From an optimization exercise on the open Yosys and OpenROAD flow, aimed at small area, a short achievable clock period and few clock cycles per item; shortcuts taken in it are not production practice. RTL that was checked went through simulation tests only; none was proved equivalent to the original.

## aes_top
module aes_top (
    input          clk,
    input          rst_n,
    input          start,
    input  [127:0] plaintext,
    input  [127:0] cipher_key,
    output [127:0] ciphertext,
    output         done
);
==> flow/config.mk <==
export PLATFORM = sky130hd
export DESIGN_NAME = aes_top
export DESIGN_NICKNAME = aes_top
export VERILOG_FILES = /design/flow/design.v
export SDC_FILE = /design/flow/constraint.sdc
export NUM_CORES = 8
export LEC_CHECK = 0
export ABC_AREA = 0
export CAP_MARGIN = 20
export CORE_MARGIN = 2
export CORE_UTILIZATION = 40
export GPL_ROUTABILITY_DRIVEN = 0
export PLACE_DENSITY = 0.8
export SETUP_SLACK_MARGIN = 1.25
export SLEW_MARGIN = 20
export SYNTH_HIERARCHICAL = 1
export SYNTH_MINIMUM_KEEP_SIZE = 0
==> flow/constraint.sdc <==
create_clock -name core_clock -period 7.0 [get_ports {clk}]
set_input_delay 1.4000 -clock core_clock [delete_from_list [all_inputs] [get_ports {clk}]]
set_output_delay 1.4000 -clock core_clock [all_outputs]
set_load 0.01 [all_outputs]
standard.sh (not shown) runs the stock make flow with config.mk's settings and CLKGATE_MAP_FILE= SYNTH_SCRIPT=/design/flow/synth_recipe.tcl, a recipe that flattens the netlist after the stock synthesis.
==> flow/flow/run.sh <==
#!/bin/bash
# The standard layout (standard.sh) with two changes:
#  - every input and output port gets a buf_1 as its port buffer instead of
#    the default clkdlybuf4s50_1;
#  - no timing repair at floorplan (REMOVE_ABC_BUFFERS=1): its wire-load
#    estimates are pessimistic; timing is repaired after placement instead.
set -euo pipefail
bash standard.sh "BUFFER_PORTS_ARGS=-buffer_cell sky130_fd_sc_hd__buf_1" \
  REMOVE_ABC_BUFFERS=1 finish > layout.log 2>&1
The starting point completed with no timing, DRC or antenna violations.
Testbench counts at the start, summed over its fixed seeds: cycles 5,632, blocks 512.
Next try:
--- a/flow/flow/run.sh
+++ b/flow/flow/run.sh
@@ -8,2 +8,2 @@
 bash standard.sh "BUFFER_PORTS_ARGS=-buffer_cell sky130_fd_sc_hd__buf_1" \
-  REMOVE_ABC_BUFFERS=1 finish > layout.log 2>&1
+  REMOVE_ABC_BUFFERS=1 RECOVER_POWER=100 finish > layout.log 2>&1
- GPL_ROUTABILITY_DRIVEN: 0 -> unset
What happened:
- Now the flow ran to the end with violations: max-capacitance violations, max-slew violations
- die area does not change
- worst hold slack barely changes
Next try:
==> flow/flow/run.sh (replaced) <==
#!/bin/bash
# The standard layout (standard.sh) with three changes:
#  - every input and output port gets a buf_1 as its port buffer instead of
#    the default clkdlybuf4s50_1;
#  - no timing repair at floorplan (REMOVE_ABC_BUFFERS=1): its wire-load
#    estimates are pessimistic; timing is repaired after placement instead;
#  - clock tree synthesis without dummy loads.
set -euo pipefail
bash standard.sh "BUFFER_PORTS_ARGS=-buffer_cell sky130_fd_sc_hd__buf_1" \
  REMOVE_ABC_BUFFERS=1 \
  "CTS_ARGS=-sink_clustering_enable -repair_clock_nets -sink_clustering_size 40 -sink_clustering_max_diameter 80 -dont_use_dummy_load" \
  finish > layout.log 2>&1
- CTS_CLUSTER_DIAMETER: unset -> 80
- CTS_CLUSTER_SIZE: unset -> 40
- SETUP_SLACK_MARGIN: 1.25 -> 1.5
This time the run went through all stages and came out clean.
Wire length went up by 1.3%.
Worst setup slack gains 690 ps.
Hold slack is about the same.
Clock-buffer cell count went down by 17.
First-iteration DRC count went up by 5.0%.
Register-to-register slack gains 630 ps.
Synthesized cell count is unchanged.
Maximum frequency went up by 12%.
Via count went up by about 1.7%.
Next try:
==> flow/flow/run.sh (replaced) <==
#!/bin/bash
# The standard layout (standard.sh) with two changes:
#  - every input and output port gets a buf_1 as its port buffer instead of
#    the default clkdlybuf4s50_1;
#  - no timing repair at floorplan (REMOVE_ABC_BUFFERS=1): its wire-load
#    estimates are pessimistic; timing is repaired after placement instead.
set -euo pipefail
bash standard.sh "BUFFER_PORTS_ARGS=-buffer_cell sky130_fd_sc_hd__buf_1" \
  REMOVE_ABC_BUFFERS=1 finish > layout.log 2>&1
- CORE_UTILIZATION: 40 -> 55
- CTS_CLUSTER_DIAMETER: 80 -> unset
- CTS_CLUSTER_SIZE: 40 -> unset
- PLACE_DENSITY: 0.8 -> 0.75
- SETUP_SLACK_MARGIN: 1.5 -> 1.25
After rerunning: Cell count went down by 6.1%; final area went down by 3.6%; routed wire length went down by 5.2%; maximum frequency went down by 2.3%; core utilization went up by 16 points; worst setup slack gets worse by 130 ps; area after synthesis stays the same; hold slack is about the same; first-iteration DRC count went up by 7.7%.

---

run 1:
Another version of the RTL of aes_top (not shown whole).
Size: about 4,100 cells after synthesis, roughly 270 flip-flops, about 390 I/O pins, about 0.036 mm2 of cells after synthesis.
==> flow/design.v (excerpt) <==
module aes_top (
    input          clk,
    input          rst_n,
    input          start,
    input  [127:0] plaintext,
    input  [127:0] cipher_key,
    output [127:0] ciphertext,
    output         done
);
Settings: LEC_CHECK=0, ABC_AREA=0, CAP_MARGIN=20, CORE_MARGIN=2, CORE_UTILIZATION=40, SETUP_SLACK_MARGIN=1.0, SLEW_MARGIN=20, SYNTH_HIERARCHICAL=1, SYNTH_MINIMUM_KEEP_SIZE=0; clock period 7.0 ns.
==> flow/flow/run.sh <==
#!/bin/bash
# The standard layout (standard.sh) with two changes:
#  - every input and output port gets a buf_1 as its port buffer instead of
#    the default clkdlybuf4s50_1;
#  - no timing repair at floorplan (REMOVE_ABC_BUFFERS=1): its wire-load
#    estimates are pessimistic; timing is repaired after placement instead.
set -euo pipefail
bash standard.sh "BUFFER_PORTS_ARGS=-buffer_cell sky130_fd_sc_hd__buf_1" \
  REMOVE_ABC_BUFFERS=1 finish > layout.log 2>&1
Testbench counts of run 1, summed over its fixed seeds: cycles 5,632, blocks 512.
Changes in run 2 relative to run 1:
- SETUP_SLACK_MARGIN now 0.5, was 1.0
- Final area: run 2 vs run 1 down about 6.5%
- Area of the core region delta (run 1 -> run 2): insignificant
- Fraction of the cycle the final worst path needs (higher): run 2
- Run 2 — starting DRC count in detailed routing 7 lower, run 1 as reference
- Utilization sits lower in run 2 than in run 1.
- Run 2 vs run 1: layout filler cell count up in run 2
Changes in run 3 relative to run 2:
- SETUP_SLACK_MARGIN: 0.5 -> 0.75
[summary]
- Per the comparison of run 3 with run 2, layout buffer count excluding clock buffers went up by about 1.6%; share of synthesized flip-flops with an asynchronous set or reset saw little to no change.
- Run 3 ends up with higher via count than run 2 does.
- Run 3 vs. run 2: count of cells along the worst register-to-register path now sits lower.

---

aes_top, a different RTL version from the one above (not shown whole).
Size in the first run: about 4200 cells after synthesis, roughly 270 flip-flops, about 390 I/O pins.
export LEC_CHECK = 0
export ABC_AREA = 0
export CAP_MARGIN = 20
export CORE_MARGIN = 2
export CORE_UTILIZATION = 40
export SETUP_SLACK_MARGIN = 0.5
export SLEW_MARGIN = 20
export SYNTH_HIERARCHICAL = 1
export SYNTH_MINIMUM_KEEP_SIZE = 0
create_clock -name core_clock -period 7.0 [get_ports {clk}]
==> flow/flow/run.sh <==
#!/bin/bash
# The standard layout (standard.sh), with smaller port buffers: every input
# and output port still gets its own buffer, but a buf_1 instead of the
# default clkdlybuf4s50_1.
set -euo pipefail
bash standard.sh "BUFFER_PORTS_ARGS=-buffer_cell sky130_fd_sc_hd__buf_1" finish > layout.log 2>&1
Rerun with:
==> flow/run.sh (new file) <==
#!/bin/bash
# synth_recipe.tcl (not shown) runs the flow's synth.tcl, then flattens the netlist and writes it again
# the make line also repeats each setting of config.mk as NAME=value (left out here)
make -C /OpenROAD-flow-scripts/flow DESIGN_CONFIG=/design/flow/config.mk WORK_HOME=/design/flow/orfs CLKGATE_MAP_FILE= SYNTH_SCRIPT=/design/flow/synth_recipe.tcl finish
--- a/flow/config.mk
+++ b/flow/config.mk
@@ -11,3 +11,2 @@
 export CORE_UTILIZATION = 40
-export SETUP_SLACK_MARGIN = 0.5
 export SLEW_MARGIN = 20
removed: flow/flow/run.sh
removed: flow/standard.sh
Cell count grows by 2.0%.
Final area grows by 5.6%.
Register-to-register slack got worse by 0.24 ns.
First-iteration DRC count shrinks by 15%.
Wire length barely changes.
Via count grows by 0.99%.
Worst setup slack got worse by 0.24 ns.
Rerun with:
--- a/flow/config.mk
+++ b/flow/config.mk
@@ -11,2 +11,3 @@
 export CORE_UTILIZATION = 40
+export SETUP_SLACK_MARGIN = 1.0
 export SLEW_MARGIN = 20
After rerunning: Die area does not change; global-route usage is about the same.
Rerun with:
--- a/flow/config.mk
+++ b/flow/config.mk
@@ -11,3 +11,3 @@
 export CORE_UTILIZATION = 40
-export SETUP_SLACK_MARGIN = 1.0
+export SETUP_SLACK_MARGIN = 0.5
 export SLEW_MARGIN = 20
The changed run finished clean.
Worst hold slack is about the same.
Worst setup slack loses 0.31 ns.
Synthesized area stays the same.
Maximum frequency goes down by a few percent.
Routed wire length goes down by a few percent.
Via count goes down by a few percent.
Die area does not change.
No run of this note included a check of the RTL's function; only the layout flow was run.

---

aes_top with an RTL version that a note above also has.
Size in the first run: about 280 flip-flops, ~390 I/O pins, ~38000 um2 of cells after synthesis.
Settings: LEC_CHECK=0, ABC_AREA=0, CAP_MARGIN=20, CORE_MARGIN=2, CORE_UTILIZATION=40, CTS_BUF_LIST=sky130_fd_sc_hd__clkbuf_8, CTS_CLUSTER_SIZE=30, PLACE_DENSITY=0.8, SETUP_SLACK_MARGIN=1.25, SLEW_MARGIN=20, SYNTH_HIERARCHICAL=1, SYNTH_MINIMUM_KEEP_SIZE=0; clock period 7.0 ns.
==> flow/flow/run.sh <==
#!/bin/bash
# The standard layout (standard.sh) with two changes:
#  - every input and output port gets a buf_1 as its port buffer instead of
#    the default clkdlybuf4s50_1;
#  - no timing repair at floorplan (REMOVE_ABC_BUFFERS=1): its wire-load
#    estimates are pessimistic; timing is repaired after placement instead.
set -euo pipefail
bash standard.sh "BUFFER_PORTS_ARGS=-buffer_cell sky130_fd_sc_hd__buf_1" \
  REMOVE_ABC_BUFFERS=1 finish > layout.log 2>&1
Testbench counts at the start, summed over its fixed seeds: cycles 5,632, blocks 512.
Edit:
Settings changed: CTS_BUF_LIST sky130_fd_sc_hd__clkbuf_8 to unset, CTS_CLUSTER_DIAMETER set to 80, CTS_CLUSTER_SIZE 30 to 40, SETUP_SLACK_MARGIN 1.25 to 1.4.
The new run produced a clean layout. Synthesized cell count is unchanged. Global-route usage drops by 0.23 points.
Edit:
==> flow/flow/run.sh (replaced) <==
#!/bin/bash
# The standard layout (standard.sh) with three changes:
#  - every input and output port gets a buf_1 as its port buffer instead of
#    the default clkdlybuf4s50_1;
#  - no timing repair at floorplan (REMOVE_ABC_BUFFERS=1): its wire-load
#    estimates are pessimistic; timing is repaired after placement instead;
#  - clock tree synthesis without dummy loads.
set -euo pipefail
bash standard.sh "BUFFER_PORTS_ARGS=-buffer_cell sky130_fd_sc_hd__buf_1" \
  REMOVE_ABC_BUFFERS=1 \
  "CTS_ARGS=-sink_clustering_enable -repair_clock_nets -sink_clustering_size 40 -sink_clustering_max_diameter 80 -dont_use_dummy_load" \
  finish > layout.log 2>&1
Settings changed: SETUP_SLACK_MARGIN 1.4 to 1.25.
The changed run finished clean.
Core utilization decreases by 1.1 points.
Global-route usage decreases by 0.12 points.
Edit:
==> flow/flow/run.sh (replaced) <==
#!/bin/bash
# The standard layout (standard.sh) with two changes:
#  - every input and output port gets a buf_1 as its port buffer instead of
#    the default clkdlybuf4s50_1;
#  - no timing repair at floorplan (REMOVE_ABC_BUFFERS=1): its wire-load
#    estimates are pessimistic; timing is repaired after placement instead.
set -euo pipefail
bash standard.sh "BUFFER_PORTS_ARGS=-buffer_cell sky130_fd_sc_hd__buf_1" \
  REMOVE_ABC_BUFFERS=1 finish > layout.log 2>&1
Settings changed: CTS_CLUSTER_DIAMETER 80 to unset, CTS_CLUSTER_SIZE 40 to unset, SETUP_SLACK_MARGIN 1.25 to 1.4.
=> Final area rises by 3.3%. Final cell count is higher by 0.91%. Area after synthesis is unchanged. Setup slack gets worse by 0.11 ns. Worst hold slack gets worse by 0.0081 ns.

==> afterwards: timing with drivers on the ports <==
No port has a modelled driver above. Below, the same layouts with a new extraction and two added sets of constraints.
Step 1 assumes that a clkbuf_16 drives the clock port and a buf_2 every other input.
Step 2 also shifts input and output timing later by t, the mid clock arrival at the registers, as if the neighbouring blocks saw the same clock.
Three values: ideal, step 1, step 2; two values: the first two.
run	t (ns)	setup WS [ns]	worst hold slack (ns)	pins driven straight from the clock port
the first run of note 1	0.599	1.105 / 1.147 / 0.548	0.573 / 0.573 / 0.573	1
the second run of note 1	0.630	0.805 / 0.850 / 0.220	0.574 / 0.574 / 0.574	1
the third run of note 1	0.627	1.493 / 1.493 / 1.007	0.577 / 0.577 / 0.577	1
the fourth run of note 1	0.611	1.361 / 1.361 / 0.837	0.574 / 0.574 / 0.574	1
run 1	0.631	1.168 / 1.168 / 0.628	0.587 / 0.587 / 0.587	1
run 2	0.630	0.800 / 0.800 / 0.306	0.588 / 0.588 / 0.588	1
run 3	0.628	0.979 / 0.979 / 0.471	0.591 / 0.591 / 0.591	1
the first run of note 3	0.635	0.759 / 0.759 / 0.233	0.591 / 0.591 / 0.591	1
the second run of note 3	0.625	0.520 / 0.520 / -0.044	0.572 / 0.572 / 0.572	1
the third run of note 3	0.629	1.042 / 1.089 / 0.460	0.575 / 0.575 / 0.575	1
the fourth run of note 3	0.635	0.730 / 0.780 / 0.145	0.575 / 0.575 / 0.575	1
the first run of note 4	0.744	1.343 / 1.343 / 0.654	0.578 / 0.578 / 0.578	1
the second run of note 4	0.649	1.486 / 1.486 / 0.905	0.583 / 0.583 / 0.583	1
the third run of note 4	0.621	1.439 / 1.439 / 0.870	0.579 / 0.579 / 0.579	1
the fourth run of note 4	0.629	1.332 / 1.369 / 0.741	0.571 / 0.571 / 0.571	1
Met with ideal ports but missed after step 2: setup timing in the second run of note 3. The setup slack of the first run of note 4, which loses most, moves by 0.000 ns with the drivers and by -0.689 ns with both steps.
